From an optimization exercise on the open Yosys and OpenROAD flow, aimed at small area and a short achievable clock period; shortcuts taken in it are not production practice. The RTL was checked by simulation tests, not by an equivalence proof against the original design. The flow treats the clock pin as an ideal source, which a real chip does not have. Power figures rest on the tool's default switching activity, not on a simulated workload.

==> inputs of juniper <==
Design booth_mul_top, start of the top module:
module booth_mul_top(clk, A, B, m, ov);
	input clk;
	input [15:0] A, B;
	output reg [30:0] m;
	output reg ov;
	reg [15:0] a_q, b_q;
	wire [30:0] m_w;
	wire ov_w;
	BoothMUL mul(.A(a_q), .B(b_q), .m(m_w), .ov(ov_w));
	always @(posedge clk) begin
		a_q <= A;
		b_q <= B;
		m <= m_w;
		ov <= ov_w;
	end
endmodule
export LEC_CHECK = 0
export ABC_AREA = 1
export CAP_MARGIN = 20
export CELL_PAD_IN_SITES_DETAIL_PLACEMENT = 0
export CELL_PAD_IN_SITES_GLOBAL_PLACEMENT = 0
export CORE_MARGIN = 2
export CORE_UTILIZATION = 50
export CTS_BUF_LIST = sky130_fd_sc_hd__clkbuf_8
export HOLD_SLACK_MARGIN = 0.05
export SLEW_MARGIN = 70
export SYNTH_HIERARCHICAL = 1
export SYNTH_MINIMUM_KEEP_SIZE = 0
create_clock -name core_clock -period 12.2 [get_ports {clk}]
standard.sh (not shown) runs the stock make flow with config.mk's settings and CLKGATE_MAP_FILE= SYNTH_SCRIPT=/design/flow/synth_recipe.tcl, a recipe that flattens the netlist after the stock synthesis.
==> flow/flow/run.sh <==
#!/bin/bash
# The standard layout (standard.sh, unchanged synthesis) with two changes:
# - the port buffers use sky130_fd_sc_hd__buf_1 (every port still gets one);
# - after clock tree synthesis, flow/skew.tcl delays the clock of the output
#   registers m and ov whose data paths are long, by a short chain of clock
#   delay cells (useful skew for the register-to-register path through the
#   multiplier).
export BUFFER_PORTS_ARGS="-buffer_cell sky130_fd_sc_hd__buf_1"
export POST_CTS_TCL="$PWD/flow/skew.tcl"
bash standard.sh > standard.log 2>&1
==> flow/flow/skew.tcl <==
# POST_CTS_TCL hook: useful skew for the register-to-register path through
# the multiplier. The clock of the output registers (m, ov) whose data paths
# are long is delayed by a short chain of clock delay cells, so that the path
# a_q/b_q -> m gets more time. The output ports, which m and ov drive, lose the
# same time. The delay is chosen to balance the two: the worst slack of the
# internal paths and of the output ports come out about equal. A register
# whose shortest path is short (small hold slack) gets a shorter chain.
# Every cell added is a clock buffer or delay cell on the clock net; the
# registers themselves are untouched.
set_propagated_clock [all_clocks]
estimate_parasitics -placement

set P "sky130_fd_sc_hd__"
# chains and their approximate added delay (ns), shortest first
set chains [list \
  [list 0.33 [list ${P}clkdlybuf4s18_1 ${P}clkbuf_4]] \
  [list 0.38 [list ${P}clkdlybuf4s25_1 ${P}clkbuf_4]] \
  [list 0.58 [list ${P}clkdlybuf4s50_1 ${P}clkbuf_4]] \
  [list 0.72 [list ${P}clkdlybuf4s50_1 ${P}clkbuf_1 ${P}clkbuf_4]] \
  [list 0.82 [list ${P}clkdlybuf4s50_1 ${P}clkdlybuf4s18_1 ${P}clkbuf_4]] \
  [list 0.87 [list ${P}clkdlybuf4s50_1 ${P}clkdlybuf4s25_1 ${P}clkbuf_4]] \
  [list 1.00 [list ${P}clkdlybuf4s50_1 ${P}clkdlybuf4s25_1 ${P}clkbuf_1 ${P}clkbuf_4]] \
  [list 1.10 [list ${P}clkdlybuf4s50_1 ${P}clkdlybuf4s50_1 ${P}clkbuf_4]] \
  [list 1.24 [list ${P}clkdlybuf4s50_1 ${P}clkdlybuf4s50_1 ${P}clkbuf_1 ${P}clkbuf_4]] \
  [list 1.39 [list ${P}clkdlybuf4s50_1 ${P}clkdlybuf4s50_1 ${P}clkdlybuf4s25_1 ${P}clkbuf_4]] \
]
# the internal paths lose about this much (ns) from here to the routed layout
set bias 0.1

proc worst {args} {
  set p [find_timing_paths {*}$args -path_delay max]
  return [get_property [lindex $p 0] slack]
}
set s_out [worst -to [all_outputs]]
set s_in [worst -from [all_inputs]]
puts "skew: before: output slack $s_out input slack $s_in"

set regs {}
foreach c [all_registers -cells] {
  set name [get_full_name $c]
  if {![regexp {^(m\[[0-9]+\]|ov)\$} $name]} { continue }
  set d [get_pins $name/D]
  lappend regs [list $name [get_property $d slack_max] [get_property $d slack_min]]
}
set s_int 1e9
foreach r $regs { if {[lindex $r 1] < $s_int} { set s_int [lindex $r 1] } }
puts "skew: before: internal slack $s_int"

set best -1
set best_ws -1e9
for {set i 0} {$i < [llength $chains]} {incr i} {
  set dly [lindex [lindex $chains $i] 0]
  set ws [expr {$s_out - $dly}]
  foreach r $regs {
    lassign $r name smax smin
    # registers that gain nothing keep their clock
    if {$smax >= $s_out - $dly} { continue }
    set ws [expr {min($ws, $smax + $dly - $bias)}]
  }
  puts "skew: chain $i (+$dly ns) predicted worst slack $ws"
  if {$ws > $best_ws} { set best_ws $ws; set best $i }
}
set dly [lindex [lindex $chains $best] 0]
puts "skew: using chain $best (+$dly ns)"

set groups [dict create]
foreach r $regs {
  lassign $r name smax smin
  if {$smax >= $s_out - $dly} { continue }
  # longest chain up to the chosen one that the hold slack allows
  set tier -1
  for {set i $best} {$i >= 0} {incr i -1} {
    if {[lindex [lindex $chains $i] 0] < $smin + 0.1} { set tier $i; break }
  }
  puts "skew: $name setup slack $smax hold slack $smin chain $tier"
  if {$tier < 0} { continue }
  set net [get_full_name [get_nets -of_objects [get_pins $name/CLK]]]
  dict lappend groups "$net $tier" "$name/CLK"
}
set k 0
dict for {key pins} $groups {
  lassign $key netname tier
  puts "skew: net $netname chain $tier drives [llength $pins] output registers"
  set cur $netname
  foreach cell [lindex [lindex $chains $tier] 1] {
    insert_buffer -buffer_cell $cell -net [get_nets $cur] -load_pins [get_pins $pins] -buffer_name "skew_buf_$k"
    incr k
    set cur [get_full_name [get_nets -of_objects [get_pins [lindex $pins 0]]]]
  }
}
detailed_placement
check_placement -verbose
estimate_parasitics -placement
puts "skew: after: output slack [worst -to [all_outputs]] internal slack [worst -from [all_registers -clock_pins] -to [all_registers -data_pins]]"
report_clock_skew
report_checks -path_delay min -digits 3
==> inputs of ember, as changes to juniper <==
--- a/flow/config.mk
+++ b/flow/config.mk
@@ -7,10 +7,8 @@
 export LEC_CHECK = 0
 export ABC_AREA = 1
 export CAP_MARGIN = 20
-export CELL_PAD_IN_SITES_DETAIL_PLACEMENT = 0
-export CELL_PAD_IN_SITES_GLOBAL_PLACEMENT = 0
 export CORE_MARGIN = 2
-export CORE_UTILIZATION = 50
+export CORE_UTILIZATION = 60
 export CTS_BUF_LIST = sky130_fd_sc_hd__clkbuf_8
 export HOLD_SLACK_MARGIN = 0.05
 export SLEW_MARGIN = 70
==> inputs of onyx, as changes to juniper <==
--- a/flow/flow/run.sh
+++ b/flow/flow/run.sh
@@ -4,7 +4,8 @@
 # - after clock tree synthesis, flow/skew.tcl delays the clock of the output
 #   registers m and ov whose data paths are long, by a short chain of clock
 #   delay cells (useful skew for the register-to-register path through the
-#   multiplier).
+#   multiplier); flow/skew_cells.txt sets the chains.
 export BUFFER_PORTS_ARGS="-buffer_cell sky130_fd_sc_hd__buf_1"
 export POST_CTS_TCL="$PWD/flow/skew.tcl"
+export SKEW_FILE="$PWD/flow/skew_cells.txt"
 bash standard.sh > standard.log 2>&1
==> flow/flow/skew.tcl (replaced) <==
set f [open $::env(SKEW_FILE)]
set lines [split [string trim [read $f]] "\n"]
close $f
set max_slack [lindex $lines 0]
set tiers [lrange $lines 1 end]
set_propagated_clock [all_clocks]
estimate_parasitics -placement
set groups [dict create]
foreach c [all_registers -cells] {
  set name [get_full_name $c]
  if {![regexp {^(m\[[0-9]+\]|ov)\$} $name]} { continue }
  set d [get_pins $name/D]
  set smax [get_property $d slack_max]
  set smin [get_property $d slack_min]
  set tier -1
  if {$smax < $max_slack} {
    for {set t 0} {$t < [llength $tiers]} {incr t} {
      if {$smin > [lindex [lindex $tiers $t] 0]} { set tier $t; break }
    }
  }
  puts "skew: $name setup slack $smax hold slack $smin tier $tier"
  if {$tier < 0} { continue }
  set net [get_full_name [get_nets -of_objects [get_pins $name/CLK]]]
  dict lappend groups "$net $tier" "$name/CLK"
}
set k 0
dict for {key pins} $groups {
  lassign $key netname tier
  puts "skew: net $netname tier $tier drives [llength $pins] output registers"
  set cur $netname
  foreach cell [split [lindex [lindex $tiers $tier] 1] ","] {
    insert_buffer -buffer_cell $cell -net [get_nets $cur] -load_pins [get_pins $pins] -buffer_name "skew_buf_$k"
    incr k
    set cur [get_full_name [get_nets -of_objects [get_pins [lindex $pins 0]]]]
  }
}
detailed_placement
check_placement -verbose
estimate_parasitics -placement
report_clock_skew
report_checks -path_delay max -digits 3
report_checks -path_delay min -digits 3
==> flow/flow/skew_cells.txt (new file) <==
8.3
0.9 sky130_fd_sc_hd__clkdlybuf4s50_1,sky130_fd_sc_hd__clkdlybuf4s25_1,sky130_fd_sc_hd__clkbuf_4
--- a/flow/config.mk
+++ b/flow/config.mk
@@ -7,8 +7,6 @@
 export LEC_CHECK = 0
 export ABC_AREA = 1
 export CAP_MARGIN = 20
-export CELL_PAD_IN_SITES_DETAIL_PLACEMENT = 0
-export CELL_PAD_IN_SITES_GLOBAL_PLACEMENT = 0
 export CORE_MARGIN = 2
 export CORE_UTILIZATION = 50
 export CTS_BUF_LIST = sky130_fd_sc_hd__clkbuf_8
==> inputs of xenon, as changes to juniper <==
--- a/flow/config.mk
+++ b/flow/config.mk
@@ -7,10 +7,8 @@
 export LEC_CHECK = 0
 export ABC_AREA = 1
 export CAP_MARGIN = 20
-export CELL_PAD_IN_SITES_DETAIL_PLACEMENT = 0
-export CELL_PAD_IN_SITES_GLOBAL_PLACEMENT = 0
 export CORE_MARGIN = 2
-export CORE_UTILIZATION = 50
+export CORE_UTILIZATION = 40
 export CTS_BUF_LIST = sky130_fd_sc_hd__clkbuf_8
 export HOLD_SLACK_MARGIN = 0.05
 export SLEW_MARGIN = 70
==> run notes <==
| Stage | Item | Value |
| --- | --- | --- |
| floorplanning | Std-Cell Core Area | 11900 sq um |
| critical path | Required @ worst endpoint | 13.39 ns |
| critical path | Count of cells along the worst register-to-register path | 23 |
| critical path | Type of element capturing the critical path | flip-flop |
| critical path | Top Family by Delay on Critical Path | adder cells |
| min path | Origin of the worst min-delay path | b_q[15] |
| timing | Tightest hold margin | 0.0418 ns |
| pwr | Power in sequential cells | 0.335 mW |
| layout | Post-layout utilization of the core | 66.3% |
| critical path | Slowest library cell on the worst path | sky130_fd_sc_hd__dlygate4sd3_1 |
| outcome | Outcome | complete, no violations |
| drt | Overall via count from detail_route | 5535 |
| floorplanning | Placement Rows | 40 |
| critical path | Cell-by-cell trace of the critical path | dlygate4sd3_1 > ha_1 > nor2_4 > buf_4 > buf_4 > xnor2_1 > o22ai_1 > fa_1 > fa_1 > fa_1 > fa_1 > ha_1 > a21o_1 > nand3_1 > a21oi_1 > nor2_1 > nand2_4 > nand2_2 > nand2_2 > nand2_1 > nand2_1 > ha_1 > or2_2 |
| drt | Routed met3 length | 1180 microns |
Source of the figures above: ember

==> run notes <==
| Stage | Item | Value |
| --- | --- | --- |
| critical path | Required @ worst endpoint | 13.30 ns |
| pwr | Share of total power in the clock network | 11.4% |
| timing | Setup tns final | 0 ns |
| place | Cell count after placement | 949 |
| drt | Overall via count from detail_route | 5524 |
| floorplanning | Std-Cell Core Area | 14000 sq um |
| min path | Origin of the worst min-delay path | b_q[14] |
| pwr | Power in sequential cells | 0.337 mW |
| critical path | Cell-by-cell trace of the critical path | nand3_1 > nand2_1 > clkinv_1 > o22ai_1 > fa_1 > fa_1 > fa_1 > fa_1 > ha_1 > nand2_1 > inv_1 > nand2_1 > nand2_1 > a21oi_1 > nand2_4 > nand2_2 > nand2_4 > nand2_2 > nand2_2 > nand2_1 > nand2_1 > ha_1 > or2_2 |
| outcome | Outcome | complete, no violations |
| critical path | Top Family by Delay on Critical Path | adder cells |
| floorplanning | Placement Rows | 43 |
| layout | Post-layout utilization of the core | 56.3% |
| critical path | Slowest library cell on the worst path | sky130_fd_sc_hd__dfxtp_4 |
| layout | Final non-filler cell total | 981 |
| drt | Routed met3 length | 1250 microns |
Source of the figures above: onyx

==> run notes <==
| Stage | Item | Value |
| --- | --- | --- |
| outcome | Outcome | complete, no violations |
| critical path | Slowest library cell on the worst path | sky130_fd_sc_hd__dfxtp_1 |
| min path | Origin of the worst min-delay path | b_q[14] |
| pwr | Power in sequential cells | 0.336 mW |
| critical path | Type of element capturing the critical path | primary output |
| layout | Post-layout utilization of the core | 56.7% |
| critical path | Cell-by-cell trace of the critical path | buf_1 |
| floorplanning | Std-Cell Core Area | 14000 sq um |
| critical path | Top Family by Delay on Critical Path | flip-flops |
Source of the figures above: juniper

==> run notes <==
| Stage | Item | Value |
| --- | --- | --- |
| drt | Routed met3 length | 876 microns |
| pwr | Power in sequential cells | 0.337 mW |
| critical path | Type of element capturing the critical path | flip-flop |
| critical path | Cell-by-cell trace of the critical path | dlygate4sd3_1 > nand3_1 > dlygate4sd3_1 > o21ai_2 > inv_2 > o22ai_1 > fa_1 > fa_1 > fa_1 > fa_1 > ha_1 > a21o_1 > nand3_1 > a21oi_1 > nor2_1 > nand2_4 > nand2_2 > nand2_2 > nand2_1 > nand2_1 > ha_1 > or2_2 |
| timing | Tightest hold margin | 0.0743 ns |
| drt | Overall via count from detail_route | 5459 |
| critical path | Required @ worst endpoint | 13.40 ns |
| layout | Post-layout utilization of the core | 44.8% |
| outcome | Outcome | complete, no violations |
| floorplanning | Placement Rows | 49 |
| min path | Origin of the worst min-delay path | b_q[13] |
| critical path | Slowest library cell on the worst path | sky130_fd_sc_hd__dlygate4sd3_1 |
Source of the figures above: xenon

==> static timing again, ports no longer ideal <==
The flow's constraints put no driver on any port. The routed layouts listed below were extracted and timed again, unchanged, in two steps.
Step 1, drivers: a clkbuf_16 drives clk and a buf_2 each remaining input, both assumed.
Step 2, shift: input delay + t, output delay - t, t = (earliest + latest rising clock arrival at the registers) / 2. This alone moves slack from input paths to output paths.
Slacks: ideal / step 1 / step 2; pairs: ideal / step 1.
run	shift t [ns]	slack for setup (ns)	worst setup path after step 2	latest minus earliest clock arrival (ns)	pins driven straight from the clock port
juniper	0.894	7.922 / 7.886 / 7.970	register to register	1.000 / 1.000	1
ember	0.877	7.420 / 7.420 / 7.420	register to register	0.980 / 0.980	1
onyx	0.843	7.892 / 7.892 / 7.892	register to register	0.901 / 0.901	1
xenon	0.870	7.609 / 7.609 / 7.609	register to register	0.953 / 0.953	1
In every run listed the clock reaches the registers at very different times; t lies between them, and the last value is a rough guide only.
